Background: an optimization exercise with open tools, aiming at small area. Do not read the settings as production practice. No functional check of the RTL was part of any run shown here. Power is estimated from default activity; no workload was simulated. No driver is modelled on the clock port, so clocking that relies on it looks cheaper here than on a real chip.

## flow/design.v

```verilog
`timescale 1ns / 1ps
module s_axis_remapper #(
  parameter DATA_WIDTH       = 8,
  parameter IMAGE_KERNEL_12K = 64
)(
  input  logic                  i_clk,
  input  logic                  i_aresetn,
  input  logic [DATA_WIDTH-1:0] i_axis_tdata,
  input  logic                  i_axis_tvalid,
  output logic [DATA_WIDTH-1:0] o_wr_data,      
  output logic                  o_wr_en,        
  output logic [5:0]            o_wr_idx,       
  output logic                  o_kernel_done   
);
always_ff @( posedge i_clk )
  o_wr_data <= i_axis_tdata;
always_ff @( posedge i_clk, negedge i_aresetn )
  begin
    if ( ~i_aresetn ) begin
      o_wr_en <= 1'b0;
      o_wr_idx <= '0;
    end else begin
      o_wr_en <= i_axis_tvalid;
      o_wr_idx <= o_wr_idx + o_wr_en;
    end
  end
assign o_kernel_done = o_wr_en & ( &o_wr_idx );
endmodule
`timescale 1ns / 1ps
module remapper_module #(
  parameter DATA_WIDTH       = 8,
  parameter IMAGE_KERNEL_12K = 64
)(
  input  logic                  i_clk,
  input  logic                  i_aresetn,
  input  logic [DATA_WIDTH-1:0] i_wr_data,
  input  logic                  i_wr_en,
  input  logic [5:0]            i_wr_idx,       
  input  logic                  i_kernel_done,
  input  logic [5:0]            i_rd_idx,       
  output logic [DATA_WIDTH-1:0] o_rd_data,
  output logic                  o_frame_start,     
  output logic [1:0]            o_kernel_cnt       
);
logic [8:0] kernel_cnt;
logic [1:0] kernel_mod3;
always_ff @( posedge i_clk, negedge i_aresetn )
  begin
    if ( ~i_aresetn ) begin
      kernel_cnt  <= '0;
      kernel_mod3 <= '0;
    end else if ( i_kernel_done ) begin
      kernel_cnt  <= kernel_cnt + 1'b1;
      kernel_mod3 <= ( kernel_mod3 == 2'd2 ) ? 2'd0 : kernel_mod3 + 1'b1;
    end
  end
assign o_frame_start = ( kernel_cnt == 9'd1 );
assign o_kernel_cnt  = kernel_cnt[1:0];
logic [5:0] wr_slot, rd_slot;
remapper_slot wr_slot_map (
  .i_idx    ( i_wr_idx        ),
  .i_m3     ( kernel_mod3     ),
  .i_m      ( kernel_cnt[1:0] ),
  .o_slot   ( wr_slot         )
);
remapper_slot rd_slot_map (
  .i_idx    ( i_rd_idx        ),
  .i_m3     ( kernel_mod3     ),
  .i_m      ( kernel_cnt[1:0] ),
  .o_slot   ( rd_slot         )
);
logic [7:0] wr_hi, wr_lo, rd_hi, rd_lo;
always_comb
  begin
    for ( int i = 0; i < 8; i++ ) begin
      wr_hi[i] = i_wr_en & ( wr_slot[5:3] == i );
      wr_lo[i] = ( wr_slot[2:0] == i );
      rd_hi[i] = ( rd_slot[5:3] == i );
      rd_lo[i] = ( rd_slot[2:0] == i );
    end
  end
logic [DATA_WIDTH-1:0] mem [0:IMAGE_KERNEL_12K-1];
always_ff @( posedge i_clk )
  for ( int s = 0; s < IMAGE_KERNEL_12K; s++ )
    if ( wr_hi[s/8] & wr_lo[s%8] ) mem[s] <= i_wr_data;
logic [IMAGE_KERNEL_12K-1:0] rd_sel;
always_comb
  for ( int s = 0; s < IMAGE_KERNEL_12K; s++ )
    rd_sel[s] = rd_hi[s/8] & rd_lo[s%8];
for ( genvar b = 0; b < DATA_WIDTH; b++ ) begin : g_rd_bit
  logic [IMAGE_KERNEL_12K-1:0] col;
  for ( genvar s = 0; s < IMAGE_KERNEL_12K; s++ ) begin : g_col
    assign col[s] = mem[s][b];
  end
  remapper_rd_bit rd_bit ( .i_data ( col ), .i_sel ( rd_sel ), .o_bit ( o_rd_data[b] ) );
end
endmodule
module remapper_rd_bit (
  input  logic [63:0] i_data,
  input  logic [63:0] i_sel,
  output logic        o_bit
);
logic [21:0] nterm;    
for ( genvar t = 0; t < 21; t++ ) begin : g_aoi
  remapper_aoi222 aoi (
    .i_a ( i_data[3*t+2:3*t] ),
    .i_b ( i_sel[3*t+2:3*t]  ),
    .o_y ( nterm[t]          )
  );
end
assign nterm[21] = ~( i_data[63] & i_sel[63] );
assign o_bit = ~&nterm;
endmodule
module remapper_aoi222 (
  input  logic [2:0] i_a,
  input  logic [2:0] i_b,
  output logic       o_y
);
assign o_y = ~|( i_a & i_b );
endmodule
module remapper_slot (
  input  logic [5:0] i_idx,
  input  logic [1:0] i_m3,       
  input  logic [1:0] i_m,        
  output logic [5:0] o_slot
);
logic [5:0] b, t, u_n;
assign b = { i_idx[4], i_idx[3], i_idx[2], i_idx[1], i_idx[5], i_idx[0] };
for ( genvar j = 0; j < 6; j++ ) begin : g_bit
  remapper_mux4 rot_m3 (
    .i_d ( { b[j], b[(j+4)%6], b[(j+2)%6], b[j] } ),
    .i_s ( i_m3 ),
    .o_y ( t[j] )
  );
  remapper_mux2i rot_m0 (
    .i_d0 ( t[j]       ),
    .i_d1 ( t[(j+3)%6] ),
    .i_s  ( i_m[0]     ),
    .o_y  ( u_n[j]     )
  );
  remapper_xnor2 apply_inv (
    .i_a ( u_n[j]    ),
    .i_b ( i_m[1]    ),
    .o_y ( o_slot[j] )
  );
end
endmodule
module remapper_mux4 (
  input  logic [3:0] i_d,
  input  logic [1:0] i_s,
  output logic       o_y
);
assign o_y = i_d[i_s];
endmodule
module remapper_mux2i (
  input  logic i_d0,
  input  logic i_d1,
  input  logic i_s,
  output logic o_y
);
assign o_y = ~( i_s ? i_d1 : i_d0 );
endmodule
module remapper_xnor2 (
  input  logic i_a,
  input  logic i_b,
  output logic o_y
);
assign o_y = ~( i_a ^ i_b );
endmodule
`timescale 1ns / 1ps
module m_axis_remapper #(
  parameter DATA_WIDTH       = 8,
  parameter IMAGE_KERNEL_12K = 64
)(
  input  logic                  i_clk,
  input  logic                  i_aresetn,
  input  logic                  i_kernel_done,
  output logic [5:0]            o_rd_idx,       
  input  logic [DATA_WIDTH-1:0] i_rd_data,
  input  logic                  i_frame_start,    
  input  logic [1:0]            i_kernel_cnt,     
  output logic [DATA_WIDTH-1:0] m_axis_tdata,
  output logic                  m_axis_tvalid,
  output logic                  m_axis_tuser,
  output logic                  m_axis_tlast
);
logic       rd_active;
logic [5:0] rd_idx;
assign o_rd_idx = rd_idx;
always_ff @( posedge i_clk, negedge i_aresetn )
  begin
    if ( ~i_aresetn ) begin
      rd_active     <= 1'b0;
      rd_idx        <= '0;
      m_axis_tvalid <= 1'b0;
    end else begin
      rd_active     <= i_kernel_done | ( rd_active & ~( &rd_idx ) );
      rd_idx        <= rd_idx + rd_active;
      m_axis_tvalid <= rd_active;
    end
  end
assign m_axis_tuser = m_axis_tvalid & ( rd_idx == 6'd1 ) & i_frame_start;
assign m_axis_tlast = m_axis_tvalid & ( rd_idx == 6'd0 ) & ~i_kernel_cnt[1]
                    & ( i_kernel_cnt[0] == rd_active );
always_ff @( posedge i_clk )
  m_axis_tdata <= i_rd_data;
endmodule
`timescale 1ns / 1ps
module sv_remapper_12k_top #(
  parameter DATA_WIDTH       = 8,
  parameter IMAGE_KERNEL_12K = 64,
  parameter IMG_WIDTH        = 256,
  parameter IMG_HEIGHT       = 128
)(
  input  logic                  i_clk,
  input  logic                  i_aresetn,
  input  logic [DATA_WIDTH-1:0] s_axis_tdata,
  input  logic                  s_axis_tvalid,
  input  logic                  s_axis_tuser,
  input  logic                  s_axis_tlast,
  output logic                  s_axis_tready,
  output logic [DATA_WIDTH-1:0] m_axis_tdata,
  output logic                  m_axis_tvalid,
  output logic                  m_axis_tuser,
  output logic                  m_axis_tlast
);
always_ff @( posedge i_clk, negedge i_aresetn )
  begin
    if ( ~i_aresetn ) s_axis_tready <= 1'b0;
    else              s_axis_tready <= 1'b1;
  end
logic [DATA_WIDTH-1:0] wr_data;
logic                  wr_en;
logic [5:0]            wr_idx;
logic                  kernel_done;
logic [5:0]            rd_idx;
logic [DATA_WIDTH-1:0] rd_data;
logic                  frame_start;
logic [1:0]            kernel_cnt;
s_axis_remapper #(
  .DATA_WIDTH       ( DATA_WIDTH       ),
  .IMAGE_KERNEL_12K ( IMAGE_KERNEL_12K )
) remapper_receiver (
  .i_clk         ( i_clk         ),
  .i_aresetn     ( i_aresetn     ),
  .i_axis_tdata  ( s_axis_tdata  ),
  .i_axis_tvalid ( s_axis_tvalid ),
  .o_wr_data     ( wr_data       ),
  .o_wr_en       ( wr_en         ),
  .o_wr_idx   ( wr_idx     ),
  .o_kernel_done ( kernel_done   )
);
remapper_module #(
  .DATA_WIDTH       ( DATA_WIDTH       ),
  .IMAGE_KERNEL_12K ( IMAGE_KERNEL_12K )
) remapper_proc (
  .i_clk            ( i_clk          ),
  .i_aresetn        ( i_aresetn      ),
  .i_wr_data        ( wr_data        ),
  .i_wr_en          ( wr_en          ),
  .i_wr_idx      ( wr_idx      ),
  .i_kernel_done    ( kernel_done    ),
  .i_rd_idx      ( rd_idx      ),
  .o_rd_data        ( rd_data        ),
  .o_frame_start    ( frame_start    ),
  .o_kernel_cnt     ( kernel_cnt     )
);
m_axis_remapper #(
  .DATA_WIDTH       ( DATA_WIDTH       ),
  .IMAGE_KERNEL_12K ( IMAGE_KERNEL_12K )
) remapper_transmitter (
  .i_clk            ( i_clk          ),
  .i_aresetn        ( i_aresetn      ),
  .i_kernel_done    ( kernel_done    ),
  .o_rd_idx      ( rd_idx      ),
  .i_rd_data        ( rd_data        ),
  .i_frame_start    ( frame_start    ),
  .i_kernel_cnt     ( kernel_cnt     ),
  .m_axis_tdata     ( m_axis_tdata   ),
  .m_axis_tvalid    ( m_axis_tvalid  ),
  .m_axis_tuser     ( m_axis_tuser   ),
  .m_axis_tlast     ( m_axis_tlast   )
);
endmodule
```

## flow/flow/run.sh

```bash
#!/bin/bash
# Layout flow: the standard layout (standard.sh), unchanged except that
# the clock tree is built without dummy loads and the ports are buffered with
# buf_2 cells, and the buffers of synthesis are removed before placement
# (repair then adds the ones the layout needs). The whole make output goes to standard.log here; each ORFS
# step also keeps its own log under orfs/logs/.
set -euo pipefail
CTS_ARGS="-sink_clustering_enable -repair_clock_nets -dont_use_dummy_load"
CTS_ARGS+=" -sink_clustering_size 34 -sink_clustering_max_diameter 80"
CTS_ARGS+=" -buf_list sky130_fd_sc_hd__clkbuf_16"
bash standard.sh "CTS_ARGS=$CTS_ARGS" \
  "BUFFER_PORTS_ARGS=-buffer_cell sky130_fd_sc_hd__buf_2" \
  REMOVE_ABC_BUFFERS=1 \
  finish > standard.log 2>&1
```

## flow/standard.sh

```bash
#!/bin/bash
# synth_recipe.tcl (not shown) runs the flow's synth.tcl, then flattens the netlist and writes it again
# the make line also repeats each setting of config.mk as NAME=value (left out here)
make -C /OpenROAD-flow-scripts/flow DESIGN_CONFIG=/design/flow/config.mk WORK_HOME=/design/flow/orfs CLKGATE_MAP_FILE= SYNTH_SCRIPT=/design/flow/synth_recipe.tcl "${@:-finish}"
```

## flow/config.mk

```make
export PLATFORM = sky130hd
export DESIGN_NAME = sv_remapper_12k_top
export DESIGN_NICKNAME = sv_remapper_12k_top
export VERILOG_FILES = /design/flow/design.v
export SDC_FILE = /design/flow/constraint.sdc
export NUM_CORES = 4
export LEC_CHECK = 0
export CAP_MARGIN = 0
export CORE_MARGIN = 2
export CORE_UTILIZATION = 70
export CTS_BUF_LIST = sky130_fd_sc_hd__clkbuf_16
export CTS_CLUSTER_DIAMETER = 80
export CTS_CLUSTER_SIZE = 30
export GPL_TIMING_DRIVEN = 0
export SETUP_SLACK_MARGIN = 0.05
export SLEW_MARGIN = 0
export SYNTH_HIERARCHICAL = 1
```

## flow/constraint.sdc

```tcl
create_clock -name core_clock -period 4.0 [get_ports {i_clk}]
set_input_delay 0.8000 -clock core_clock [delete_from_list [all_inputs] [get_ports {i_clk}]]
set_output_delay 0.8000 -clock core_clock [all_outputs]
set_load 0.01 [all_outputs]
```

==> impl_metrics.tcl, run 1 <==
set metrics [dict create \
    layout_worst_path_cycle_share_pct 95.5 \
    end_kind "register" \
    final_antenna_net_count 0 \
    multi_input_area_um2 3950 \
    drt-initial-drc-count 2340 \
    areaGrowthSynthToFinish_pct 6.66 \
    layout_commonest_cell "edfxtp_1" \
    die_x_um 175 \
    yosysWarnings 11 \
    cts_hold_buf 0 \
    insertion_delay_ns 0.55 \
    die_y_um 175 \
    worst_pin_slew_ns 0.957 \
    htree_levels 1 \
    grt_max_degree 52 \
    crit_start "remapper_proc.kernel_mod3[0]$_DFFE_PN0P_" \
    power.density_nw_per_um2 554 \
    worstHoldPathType "in -> async" \
    setup_viol 0 \
    io-pin-count 25 \
    start_util_pct 71.0 \
    total_power_uw 12000 \
    seqPwrFrac_pct 58.5 \
    synth_top_area_share_pct 75.5 \
    fin_crit_ns 3.82 \
    seq_area_frac_synth_pct 80.4 \
    rows 62 \
    cts_sinks 555 \
    worstPathRequired_ns 4.40 \
    synthCells 1081 \
    final_cell_mix "512 x edfxtp_1, 168 x a222oi_1, 121 x nor2_1, 36 x nand4_1, 26 x nand2_1" \
    status "timing/DRC/antenna clean" \
    ff_latch_area_um2 16400 \
    grt_pass1_wl_um 67200 \
    start_kind "register" \
    synth_area_per_cell_um2 18.8 \
    synth_largest_area_cell "edfxtp_1" \
    fillers 1646 \
    crit_type "reg -> reg" \
    cts_tree "done" \
    r2r_setup_slack_ns 0.18 \
    drive_above_1_share_pct 11.1 \
    grt_setup_unrepaired "no" \
    pwr-share-comb_pct 21.3 \
    pre_cts_slack_ns -1.03 \
    gp_congestion 0.873 \
    finalHoldViolCount 0 \
    track_usage_pct 30.4 \
    max_freq_mhz 262 \
    synth_cell_type_count 35 \
    max-vdd-ir-drop_mv 0.467 \
    die_area_um2 30500 \
    via_per_inst 7.38 \
    synth.area.top_cells "edfxtp_1 75%, a222oi_1 8.3%, dfrtp_1 3.3%, nor2_1 2.2%, dfxtp_1 1.6%" \
    swShare_pct 29.9 \
    wl_per_cell_um 30.3 \
    rr_startpoint "remapper_proc.kernel_mod3[0]$_DFFE_PN0P_" \
    drt-total-wl_um 45600 \
    relSlewSlack_pct 36.0 \
    clockBufferDepth 3 \
    clk_pin_slew_ns 0.11 \
    drv_cap 0 \
    antenna_found_initial 1 \
    firstDrtPassIters 12 \
    core-area_um2 28700 \
    setup_ws_ns 0.181 \
    p_leak_uw 0.00673 \
    cp.arrival_ns 4.22 \
    diodes 0 \
    final_util_pct 75.7 \
    clockRootBuffer "clkbuf_16" \
    clockPowerShare_pct 20.2 \
    cts_made_buffers 20 \
    worstPathMaxFanout 10 \
    grt_pass1_vias 10696 \
    hpwl_um 29100 \
    gr-total-overflow 0 \
    synthArstFlopShare_pct 4.86 \
    synth_ff_type "edfxtp_1" \
    syn_area_um2 20400 \
    worst_clock_skew_ns 0.0301 \
    num-nets-final 1142 \
    synth_edf_count 512 \
    final_max_slew_viol_count 0 \
    p_int_uw 8440 \
    power_switching_uw 3600 \
    vias 11106 \
    io_buffers 22 \
    drc 0 \
    synth_seq_cells 555 \
]
==> critical path, cell delays in order (launching register included) <==
cell and delay, ns:
dfrtp_4 0.52, mux4_2 0.53, mux2i_1 0.20, xnor2_1 0.32, nand3b_1 0.21, buf_4 0.17, nor2_1 0.15, a222oi_1 0.55
nand4_1 0.29, nor4_2 0.53, nand2_1 0.21
==> power by group through the flow <==
stage	Sequential [µW]	Clock (µW)	Combinational (µW)
floorplan	7150	0	1300
global placement	7210	0	2250
detailed placement	7170	0	2360
CTS	7050	2460	2460
global route	7090	2640	2680
finish	7040	2430	2570
==> per-module statistics from Yosys, one instance, submodules excluded, excerpt <==
module / copies in the design / flip-flops and latches / cells
remapper_aoi222: 168 / 0 / 1
remapper_mux2i: 12 / 0 / 1
remapper_mux4: 12 / 0 / 1
remapper_rd_bit: 8 / 0 / 9
remapper_xnor2: 12 / 0 / 1
sv_remapper_12k_top: 1 / 1 / 2
==> final cells by class <==
type	count	area share (%)
sequential	555	75.4
clock buffer	20	2.30
inverter	1	0.0173
multi-input combinational	502	18.2
timing repair buffer	43	1.87
tap	384	2.21
==> cells by family (layout without fill, tap and decap cells) <==
family                   count (synthesis)  in the layout  share of synthesized area (%)
flip-flops                             555            555                           80.4
AND/OR/NAND/NOR                        262            262                           6.39
AO/OA/AOI/OAI                          178            178                           8.61
XOR/XNOR                                29             29                           1.25
multiplexers                            26             26                           2.02
buffers and inverters                   24             64                          0.989
adder cells (fa/ha/maj)                  6              6                          0.368
other                                    1              1                         0.0184
==> final timing paths <==
kind,to,cells after the start
min in group core_clock,remapper_receiver.o_wr_data[4]$_DFF_P_,1
min,remapper_receiver.o_wr_idx[0]$_DFF_PN0_,1
max reg2reg,remapper_transmitter.m_axis_tdata[4]$_DFF_P_,10
max in group asynchronous,remapper_proc.kernel_mod3[0]$_DFFE_PN0P_,1
max,remapper_transmitter.m_axis_tdata[4]$_DFF_P_,10
min reg2reg,remapper_transmitter.m_axis_tvalid$_DFF_PN0_,0
==> state kept, by name, summed over array words and instances, names as in the netlist <==
register / count
remapper_proc.mem: 512
remapper_transmitter.m_axis_tdata: 8
remapper_proc.kernel_mod3: 2
s_axis_tready: 1
remapper_receiver.o_wr_data: 8
remapper_transmitter.rd_active: 1
remapper_receiver.o_wr_idx: 6
remapper_transmitter.rd_idx: 6
remapper_proc.kernel_cnt: 9
remapper_transmitter.m_axis_tvalid: 1
remapper_receiver.o_wr_en: 1
==> cells in the mapped netlist (2+ instances only) <==
master / instances
and4_1: 3
or3b_1: 8
buf_4: 3
nand3b_1: 10
a222oi_1: 168
dfrtp_1: 27
dfxtp_1: 16
xor2_1: 5
mux4_2: 12
nand3_1: 22
buf_6: 12
ha_1: 6
nand4_1: 36
nor2_1: 121
mux2i_1: 13
nor2_2: 15
a211oi_1: 8
buf_2: 8
nor4_1: 10
nor2b_1: 2
or3_1: 2
edfxtp_1: 512
xnor2_1: 24
nand2_1: 27
==> metrics by stage <==
step	hold WS [ns]	cells	cell area [µm²]	TNS (ns)
detailed placement	0.441	1472	20900	-7.07
global route	0.285	1505	21700	0
global placement	0.435	1464	20800	-6.83
floorplan	0.415	1058	20200	0
CTS	0.247	1501	21600	0
finish	0.230	1505	21700	0
==> layer usage <==
metal | GRT usage (%) | up-vias | wire [µm]
li1 | - | 4737 | -
met1 | 44.6 | 5604 | 16800
met2 | 48.2 | 678 | 22000
met3 | 5.44 | 87 | 5230
met4 | 9.03 | 0 | 1550
met5 | 0 | - | 0
==> what timing repair did <==
| action | CTS | global route |
|---|---|---|
| gates resized for setup | 19 | 11 |
| pin swaps | 3 | 7 |
| setup endpoints to repair | 8 | 8 |
| cloned | 0 | 0 |
| buffers inserted | 9 | 4 |
==> run 2: changes to the inputs <==
--- a/flow/design.v
+++ b/flow/design.v
@@ -41,4 +41,4 @@
   output logic [DATA_WIDTH-1:0] o_rd_data,
-  output logic                  o_frame_start,     
-  output logic [1:0]            o_kernel_cnt       
+  output logic                  o_rd_frame_start,  
+  output logic                  o_rd_line_end      
 );
@@ -56,4 +56,4 @@
   end
-assign o_frame_start = ( kernel_cnt == 9'd1 );
-assign o_kernel_cnt  = kernel_cnt[1:0];
+assign o_rd_frame_start = ( kernel_cnt == 9'd1 );
+assign o_rd_line_end    = ( kernel_cnt[1:0] == 2'd0 );
 logic [5:0] wr_slot, rd_slot;
@@ -179,4 +179,4 @@
   input  logic [DATA_WIDTH-1:0] i_rd_data,
-  input  logic                  i_frame_start,    
-  input  logic [1:0]            i_kernel_cnt,     
+  input  logic                  i_rd_frame_start,
+  input  logic                  i_rd_line_end,
   output logic [DATA_WIDTH-1:0] m_axis_tdata,
@@ -195,2 +195,4 @@
       m_axis_tvalid <= 1'b0;
+      m_axis_tuser  <= 1'b0;
+      m_axis_tlast  <= 1'b0;
     end else begin
@@ -199,7 +201,6 @@
       m_axis_tvalid <= rd_active;
-    end
-  end
-assign m_axis_tuser = m_axis_tvalid & ( rd_idx == 6'd1 ) & i_frame_start;
-assign m_axis_tlast = m_axis_tvalid & ( rd_idx == 6'd0 ) & ~i_kernel_cnt[1]
-                    & ( i_kernel_cnt[0] == rd_active );
+      m_axis_tuser  <= ( rd_idx == 6'd0 ) & i_rd_frame_start;
+      m_axis_tlast  <= ( &rd_idx ) & i_rd_line_end;
+    end
+  end
 always_ff @( posedge i_clk )
@@ -237,4 +238,4 @@
 logic [DATA_WIDTH-1:0] rd_data;
-logic                  frame_start;
-logic [1:0]            kernel_cnt;
+logic                  rd_frame_start;
+logic                  rd_line_end;
 s_axis_remapper #(
@@ -249,3 +250,3 @@
   .o_wr_en       ( wr_en         ),
-  .o_wr_idx   ( wr_idx     ),
+  .o_wr_idx      ( wr_idx     ),
   .o_kernel_done ( kernel_done   )
@@ -260,8 +261,8 @@
   .i_wr_en          ( wr_en          ),
-  .i_wr_idx      ( wr_idx      ),
+  .i_wr_idx         ( wr_idx      ),
   .i_kernel_done    ( kernel_done    ),
-  .i_rd_idx      ( rd_idx      ),
+  .i_rd_idx         ( rd_idx      ),
   .o_rd_data        ( rd_data        ),
-  .o_frame_start    ( frame_start    ),
-  .o_kernel_cnt     ( kernel_cnt     )
+  .o_rd_frame_start ( rd_frame_start ),
+  .o_rd_line_end    ( rd_line_end    )
 );
@@ -274,6 +275,6 @@
   .i_kernel_done    ( kernel_done    ),
-  .o_rd_idx      ( rd_idx      ),
+  .o_rd_idx         ( rd_idx      ),
   .i_rd_data        ( rd_data        ),
-  .i_frame_start    ( frame_start    ),
-  .i_kernel_cnt     ( kernel_cnt     ),
+  .i_rd_frame_start ( rd_frame_start ),
+  .i_rd_line_end    ( rd_line_end    ),
   .m_axis_tdata     ( m_axis_tdata   ),
--- a/flow/flow/run.sh
+++ b/flow/flow/run.sh
@@ -8,3 +8,3 @@
 CTS_ARGS="-sink_clustering_enable -repair_clock_nets -dont_use_dummy_load"
-CTS_ARGS+=" -sink_clustering_size 34 -sink_clustering_max_diameter 80"
+CTS_ARGS+=" -sink_clustering_size 30 -sink_clustering_max_diameter 80"
 CTS_ARGS+=" -buf_list sky130_fd_sc_hd__clkbuf_16"
--- a/flow/config.mk
+++ b/flow/config.mk
@@ -14,3 +14,3 @@
 export GPL_TIMING_DRIVEN = 0
-export SETUP_SLACK_MARGIN = 0.05
+export SETUP_SLACK_MARGIN = 0.3
 export SLEW_MARGIN = 0
==> run 2 against run 1 <==
- sequential power decreased by 2%
- maximum frequency increased by 3.1%
- hold slack improved by 0.034 ns
- register-to-register slack improved by 0.12 ns
- largest power group unchanged
==> impl_metrics.tcl, run 2 <==
set metrics [dict create \
    drc 0 \
    place_area_um2 21000 \
    io_buffers 22 \
    fin_area_um2 22000 \
    start_kind "register" \
    synth_edf_count 512 \
    largest-register "remapper_proc.mem" \
    final_max_slew_viol_count 0 \
    layout_commonest_cell "edfxtp_1" \
    clk_pin_slew_ns 0.10 \
    rows 62 \
    finalHoldViolCount 0 \
    worst_pin_slew_ns 0.919 \
    insertion_delay_ns 0.56 \
    status "timing/DRC/antenna clean" \
    io-pin-count 25 \
    die_y_um 175 \
    gp_congestion 0.841 \
    relSlewSlack_pct 38.6 \
    grt_setup_unrepaired "yes" \
    die_x_um 175 \
    synth_seq_cells 557 \
    worst_clock_skew_ns 0.0511 \
    drt-total-wl_um 44200 \
    pwr-share-comb_pct 14.5 \
    antenna_found_initial 0 \
    synth_largest_area_cell "edfxtp_1" \
    worstPathMaxFanout 8 \
    end_kind "register" \
    pre_cts_slack_ns -0.742 \
    fin_crit_ns 3.70 \
    grt_pass1_vias 10796 \
    cpPeakStageDelay_ns 0.89 \
    synth_most_common_cell "edfxtp_1" \
    diodes 0 \
    final_util_pct 76.7 \
    drive_above_1_share_pct 12.8 \
    hpwl_um 28400 \
    setup_viol 0 \
    cts_tree "done" \
    final_antenna_net_count 0 \
    yosysWarnings 11 \
    p_int_uw 8210 \
    grt_max_degree 51 \
    max_freq_mhz 270 \
    power_switching_uw 2860 \
    wl_per_cell_um 29.1 \
    synth_area_per_cell_um2 18.9 \
    crit_type "reg -> reg" \
    max-vdd-ir-drop_mv 0.419 \
    seq_area_frac_synth_pct 80.5 \
    worstPathRequired_ns 4.18 \
    synthCells 1081 \
    core-area_um2 28700 \
    synth_top_area_share_pct 75.3 \
    synthArstFlopShare_pct 5.21 \
    grt_pass1_wl_um 66000 \
    seqPwrFrac_pct 62.6 \
    clockBufferDepth 3 \
    track_usage_pct 29.5 \
    final_cell_mix "512 x edfxtp_1, 168 x a222oi_1, 120 x nor2_1, 36 x nand4_1" \
    cts_made_buffers 22 \
    critical_path.top_delay_family "simple AND/OR/NAND/NOR gates" \
    slowest_stage "nor2_1" \
    firstDrtPassIters 14 \
    gr-total-overflow 0 \
    synth.area.top_cells "edfxtp_1 75%, a222oi_1 8.2%, dfrtp_1 3.6%, nor2_1 2.2%, dfxtp_1 1.6%" \
    fillers 1633 \
    via_per_inst 7.32 \
    crit_chain "buf_4 -> mux4_2 -> mux2i_1 -> xnor2_1 -> nand3b_1 -> nor2_1" \
    drt-initial-drc-count 2048 \
    layout_worst_path_cycle_share_pct 92.6 \
    syn_area_um2 20400 \
    die_area_um2 30500 \
    ys_top_cells_by_count "512 x edfxtp_1, 168 x a222oi_1, 120 x nor2_1" \
    total_power_uw 11100 \
    start_util_pct 71.1 \
    reg_top3 "remapper_proc.mem (512), remapper_proc.kernel_cnt (9)" \
    htree_levels 1 \
    clockPowerShare_pct 23.0 \
    largest_reg_flops 512 \
    vias 11137 \
    synth_ff_type "edfxtp_1" \
    clockRootBuffer "clkbuf_16" \
    swShare_pct 25.8 \
    synth_cell_type_count 36 \
    cts_sinks 557 \
    critPathBufInv 1 \
    worstHoldPathType "in -> async" \
    setup_ws_ns 0.296 \
    p_leak_uw 0.00689 \
    cp.arrival_ns 3.89 \
    drv_cap 0 \
    areaGrowthSynthToFinish_pct 7.81 \
    power.density_nw_per_um2 503 \
    num-nets-final 1159 \
]
[run 2: cell count changes in the layout (fill, tap and decap cells not counted), sizes merged, moves of 2 or more]
cell / before / now
inv: 1 / 3
clkbuf: 20 / 22
buf: 43 / 55
dfrtp: 27 / 29
[run 2: stage by stage]
| step | hold slack [ns] | setup TNS, ns | cells |
|---|---|---|---|
| floorplan | 0.378 | 0 | 1060 |
| global placement | 0.400 | -4.51 | 1466 |
| detailed placement | 0.410 | -5.11 | 1474 |
| CTS | 0.276 | 0 | 1518 |
| global route | 0.319 | 0 | 1521 |
| finish | 0.264 | 0 | 1521 |
[run 2: power by group through the flow]
stage	combinational, µW	sequential, µW	clock (µW)
after floorplan	792	7050	0
after global placement	1330	7110	0
after detailed placement	1440	7060	0
after CTS	1530	6930	2560
after global routing	1680	6960	2730
final	1600	6920	2540
[run 2: cell type report]
class | count | area [µm²] | share of cell area (%)
timing repair buffer | 55 | 546 | 2.48
inverter | 3 | 11.3 | 0.0512
multi-input combinational | 500 | 3980 | 18.1
clock buffer | 22 | 551 | 2.50
tap | 384 | 480 | 2.18
sequential | 557 | 16400 | 74.7
[run 2: worst paths after layout]
kind	start	end	slack [ns]	depth (start not counted)
min	i_aresetn	remapper_proc.kernel_cnt[1]$_DFFE_PN0P_	0.26	1
max reg2reg	remapper_proc.kernel_mod3[0]$_DFFE_PN0P_	remapper_proc.mem[61][6]$_DFFE_PP_	0.30	6
max in group asynchronous	i_aresetn	remapper_proc.kernel_mod3[0]$_DFFE_PN0P_	3.24	1
max	remapper_proc.kernel_mod3[0]$_DFFE_PN0P_	remapper_proc.mem[61][6]$_DFFE_PP_	0.30	6
min in group core_clock	s_axis_tdata[3]	remapper_receiver.o_wr_data[3]$_DFF_P_	0.33	1
min reg2reg	remapper_transmitter.rd_active$_DFF_PN0_	remapper_transmitter.m_axis_tvalid$_DFF_PN0_	0.39	0
[run 2: per-module statistics from Yosys (local to each module, per instance), excerpt]
| module | area (µm²) | copies in the design | cells inside |
|---|---|---|---|
| remapper_xnor2 | 8.76 | 12 | 1 |
| remapper_mux4 | 22.5 | 12 | 1 |
| remapper_rd_bit | 51.3 | 8 | 9 |
| remapper_mux2i | 10.0 | 12 | 1 |
| sv_remapper_12k_top | 28.8 | 1 | 2 |
| remapper_aoi222 | 10.0 | 168 | 1 |
[run 2: repair_timing]
action,in CTS,in global routing
hold buffers,0,0
setup endpoints to repair,120,8
pin swaps,9,22
resized for setup,27,10
setup buffers,22,3
[run 2: routing by layer]
layer	GRT usage [%]	vias up	share of wire (%)
met4	10.0	0	3.3
met2	46.8	690	48
li1	-	4767	-
met1	43.2	5593	38
met5	0	-	0
met3	4.48	87	10
[run 2: kinds of logic (layout without fill, tap and decap cells)]
kind of cell             Yosys count  count (layout)  share of synthesized area (%)
AO/OA/AOI/OAI                    178             178                           8.59
adder cells (fa/ha/maj)            7               7                          0.429
other                              1               1                         0.0184
flip-flops                       557             557                           80.5
AND/OR/NAND/NOR                  260             260                           6.35
XOR/XNOR                          28              28                           1.20
multiplexers                      26              26                           2.02
buffers and inverters             24              80                          0.938
==> run 3: changes to the inputs <==
--- a/flow/flow/run.sh
+++ b/flow/flow/run.sh
@@ -3,4 +3,3 @@
 # the clock tree is built without dummy loads and the ports are buffered with
-# buf_2 cells, and the buffers of synthesis are removed before placement
-# (repair then adds the ones the layout needs). The whole make output goes to standard.log here; each ORFS
+# buf_2 cells. The whole make output goes to standard.log here; each ORFS
 # step also keeps its own log under orfs/logs/.
@@ -12,3 +11,2 @@
   "BUFFER_PORTS_ARGS=-buffer_cell sky130_fd_sc_hd__buf_2" \
-  REMOVE_ABC_BUFFERS=1 \
   finish > standard.log 2>&1
==> run 3 against run 2 <==
- power is 0.34% higher
- combinational power is 4% higher
- sequential share of layout area is 0.54 points lower
- first-iteration DRC count is 5.4% higher
- count of clock-buffer cells in the layout stayed put
- critical path depth is 7 higher
- utilization is 0.54 points higher
- highest routed layer unchanged
- clock skew is 0.012 ns lower
- maximum frequency is 1.8% higher
- cell area is 0.71% higher
- non-clock buffer count is 24 higher
- sequential power hardly changed
==> impl_metrics.tcl, run 3 <==
set metrics [dict create \
    synth_top_area_share_pct 75.3 \
    drt-initial-drc-count 2158 \
    max-vdd-ir-drop_mv 0.501 \
    vias 11143 \
    drive_above_1_share_pct 14.4 \
    slowest_stage "dfrtp_4" \
    yosysWarnings 11 \
    start_kind "register" \
    max_freq_mhz 275 \
    io_buffers 22 \
    status "timing/DRC/antenna clean" \
    gp_congestion 0.856 \
    ys_top_cells_by_count "512 x edfxtp_1, 168 x a222oi_1, 120 x nor2_1" \
    worstHoldPathType "in -> async" \
    grt_setup_unrepaired "yes" \
    final_util_pct 77.2 \
    setup_viol 0 \
    final_cell_mix "512 x edfxtp_1, 168 x a222oi_1, 108 x nor2_1, 36 x nand4_1, 28 x buf_2" \
    track_usage_pct 29.3 \
    end_kind "register" \
    io-pin-count 25 \
    areaGrowthSynthToFinish_pct 8.58 \
    cp.arrival_ns 4.06 \
    htree_levels 1 \
    drt-total-wl_um 44800 \
    insertion_delay_ns 0.56 \
    synthCells 1081 \
    synth_most_common_cell "edfxtp_1" \
    synth_ff_type "edfxtp_1" \
    finalHoldViolCount 0 \
    cts_made_buffers 22 \
    diodes 0 \
    via_per_inst 7.21 \
    cts_hold_buf 0 \
    cp_common_cell "buf_4" \
    drv_cap 0 \
    cts_sinks 557 \
    cts_tree "done" \
    grt_max_degree 53 \
    reg_top3 "remapper_proc.mem (512), remapper_proc.kernel_cnt (9)" \
    drc 0 \
    wl_per_cell_um 29.0 \
    worstPathRequired_ns 4.43 \
    firstDrtPassIters 12 \
    layout_worst_path_cycle_share_pct 90.9 \
    whs_ns 0.254 \
    clockBufferDepth 3 \
    fin_crit_ns 3.64 \
    power.density_nw_per_um2 501 \
    synth.area.top_cells "edfxtp_1 75%, a222oi_1 8.2%, dfrtp_1 3.6%, nor2_1 2.2%, dfxtp_1 1.6%" \
    syn_area_um2 20400 \
    synthArstFlopShare_pct 5.21 \
    worst_clock_skew_ns 0.0396 \
    largest_reg_flops 512 \
    grt_pass1_vias 10726 \
    clk_pin_slew_ns 0.10 \
    hpwl_um 28500 \
    core-area_um2 28700 \
    die_x_um 175 \
    worstPathMaxFanout 8 \
    clockRootBuffer "clkbuf_16" \
    start_util_pct 71.1 \
    crit_type "reg -> reg" \
    layout_commonest_cell "edfxtp_1" \
    synth_edf_count 512 \
    relSlewSlack_pct 46.6 \
    largest-register "remapper_proc.mem" \
    die_y_um 175 \
    final_antenna_net_count 0 \
    final_max_slew_viol_count 0 \
    antenna_found_initial 0 \
    crit_chain "buf_4 -> mux4_2 -> mux2i_2 -> xnor2_1 -> buf_6 -> nand3b_1 -> buf_12 -> buf_4 -> nor2_2 -> a222oi_1 -> nand4_1 -> nor4_4 -> nand2_1" \
    synth_cell_type_count 36 \
    worst_pin_slew_ns 0.798 \
    gr-total-overflow 0 \
    synth_largest_area_cell "edfxtp_1" \
    die_area_um2 30500 \
    setup-tns-final_ns 0 \
    p_leak_uw 0.00694 \
    critPathBufInv 4 \
    seq_area_frac_synth_pct 80.5 \
    cpPeakStageDelay_ns 0.53 \
    num-nets-final 1183 \
    critical_path.top_delay_family "simple AND/OR/NAND/NOR gates" \
    synth_area_per_cell_um2 18.9 \
    synth_seq_cells 557 \
    grt_pass1_wl_um 65400 \
    rows 62 \
]
run 3: final cells by class:
cell class	instances	area [µm²]
plain buffers	21	188
clock buffers	22	551
fillers	1591	6540
inverters	3	11.3
multi-input cells	500	3940
flip-flops and latches	557	16400
well taps	384	480
repair buffers	58	556
run 3: logic make-up after synthesis:
family          count (synthesis)  share of synthesized area (%)
xor+xnor                       28                           1.20
compound gates                178                           8.59
simple gates                  260                           6.35
fa+ha+maj                       7                          0.429
mux                            26                           2.02
flops                         557                           80.5
other cells                     1                         0.0184
buf+inv                        24                          0.938
run 3: path summary, 6_finish.rpt:
path                            slack [ns]                                startpoint  cells past startpoint                                      endpoint
worst max-delay path                  0.36  remapper_proc.kernel_mod3[0]$_DFFE_PN0P_                     13  remapper_transmitter.m_axis_tdata[1]$_DFF_P_
worst min-delay path                  0.25                                 i_aresetn                      1       remapper_receiver.o_wr_idx[0]$_DFF_PN0_
worst max register to register        0.36  remapper_proc.kernel_mod3[0]$_DFFE_PN0P_                     13  remapper_transmitter.m_axis_tdata[1]$_DFF_P_
worst min register to register        0.41  remapper_transmitter.rd_active$_DFF_PN0_                      0  remapper_transmitter.m_axis_tvalid$_DFF_PN0_
max in group asynchronous             3.29                                 i_aresetn                      1      remapper_proc.kernel_mod3[0]$_DFFE_PN0P_
min in group core_clock               0.34                           s_axis_tdata[0]                      1        remapper_receiver.o_wr_data[0]$_DFF_P_
run 3: modules after synthesis (local to each module, per instance), a selection:
module / times used / cells inside
remapper_aoi222: 168 / 1
remapper_mux2i: 12 / 1
remapper_mux4: 12 / 1
remapper_rd_bit: 8 / 9
remapper_xnor2: 12 / 1
sv_remapper_12k_top: 1 / 2
run 3: where the power goes:
group          total (µW)  switching [µW]  internal, µW
registers            6920             186          6730
clock network        2530            1540           995
logic                1660            1120           534
run 3: repair_timing:
item,in CTS,in global routing
resized for setup,14,24
pin swaps,11,35
setup buffers,14,14
endpoints found under the setup margin,22,32
endpoints found under the hold margin,0,0
run 3: stage by stage:
step / std cells / area (µm²) / total power, µW / setup slack (ns)
floorplan: 1081 / 20400 / 7960 / 0.930
global placement: 1487 / 21000 / 8560 / -0.583
detailed placement: 1495 / 21200 / 8610 / -0.710
CTS: 1531 / 21900 / 11100 / 0.296
global route: 1545 / 22200 / 11400 / 0.244
finish: 1545 / 22200 / 11100 / 0.363
run 3: routing by layer:
metal	vias up	part of all wire, %	track usage, %	wire length [µm]
li1	4815	-	-	-
met1	5593	38	41.3	16800
met2	649	50	49.2	22600
met3	86	9.1	3.63	4060
met4	0	3.1	9.24	1380
met5	-	0	0	0

## static timing again, ports no longer ideal
How much do the figures lean on ideal ports? The routed layouts below were timed once more, with nothing changed but the port constraints.
Step 1, drivers: a clkbuf_16 drives i_clk and a buf_2 each remaining input, both assumed.
Step 2 also shifts input and output timing later by t, the mid clock arrival at the registers, as if the neighbouring blocks saw the same clock.
Slacks: ideal ports / drivers / drivers and shift; pairs: ideal ports / drivers.
run	t, ns	slack for setup (ns)	worst slew at a driven data input, ns
run 1	0.590	0.181 / 0.181 / 0.181	0.03
run 2	0.589	0.296 / 0.296 / 0.296	0.03
run 3	0.589	0.363 / 0.363 / 0.363	0.03
After both steps every run listed still meets setup and hold.
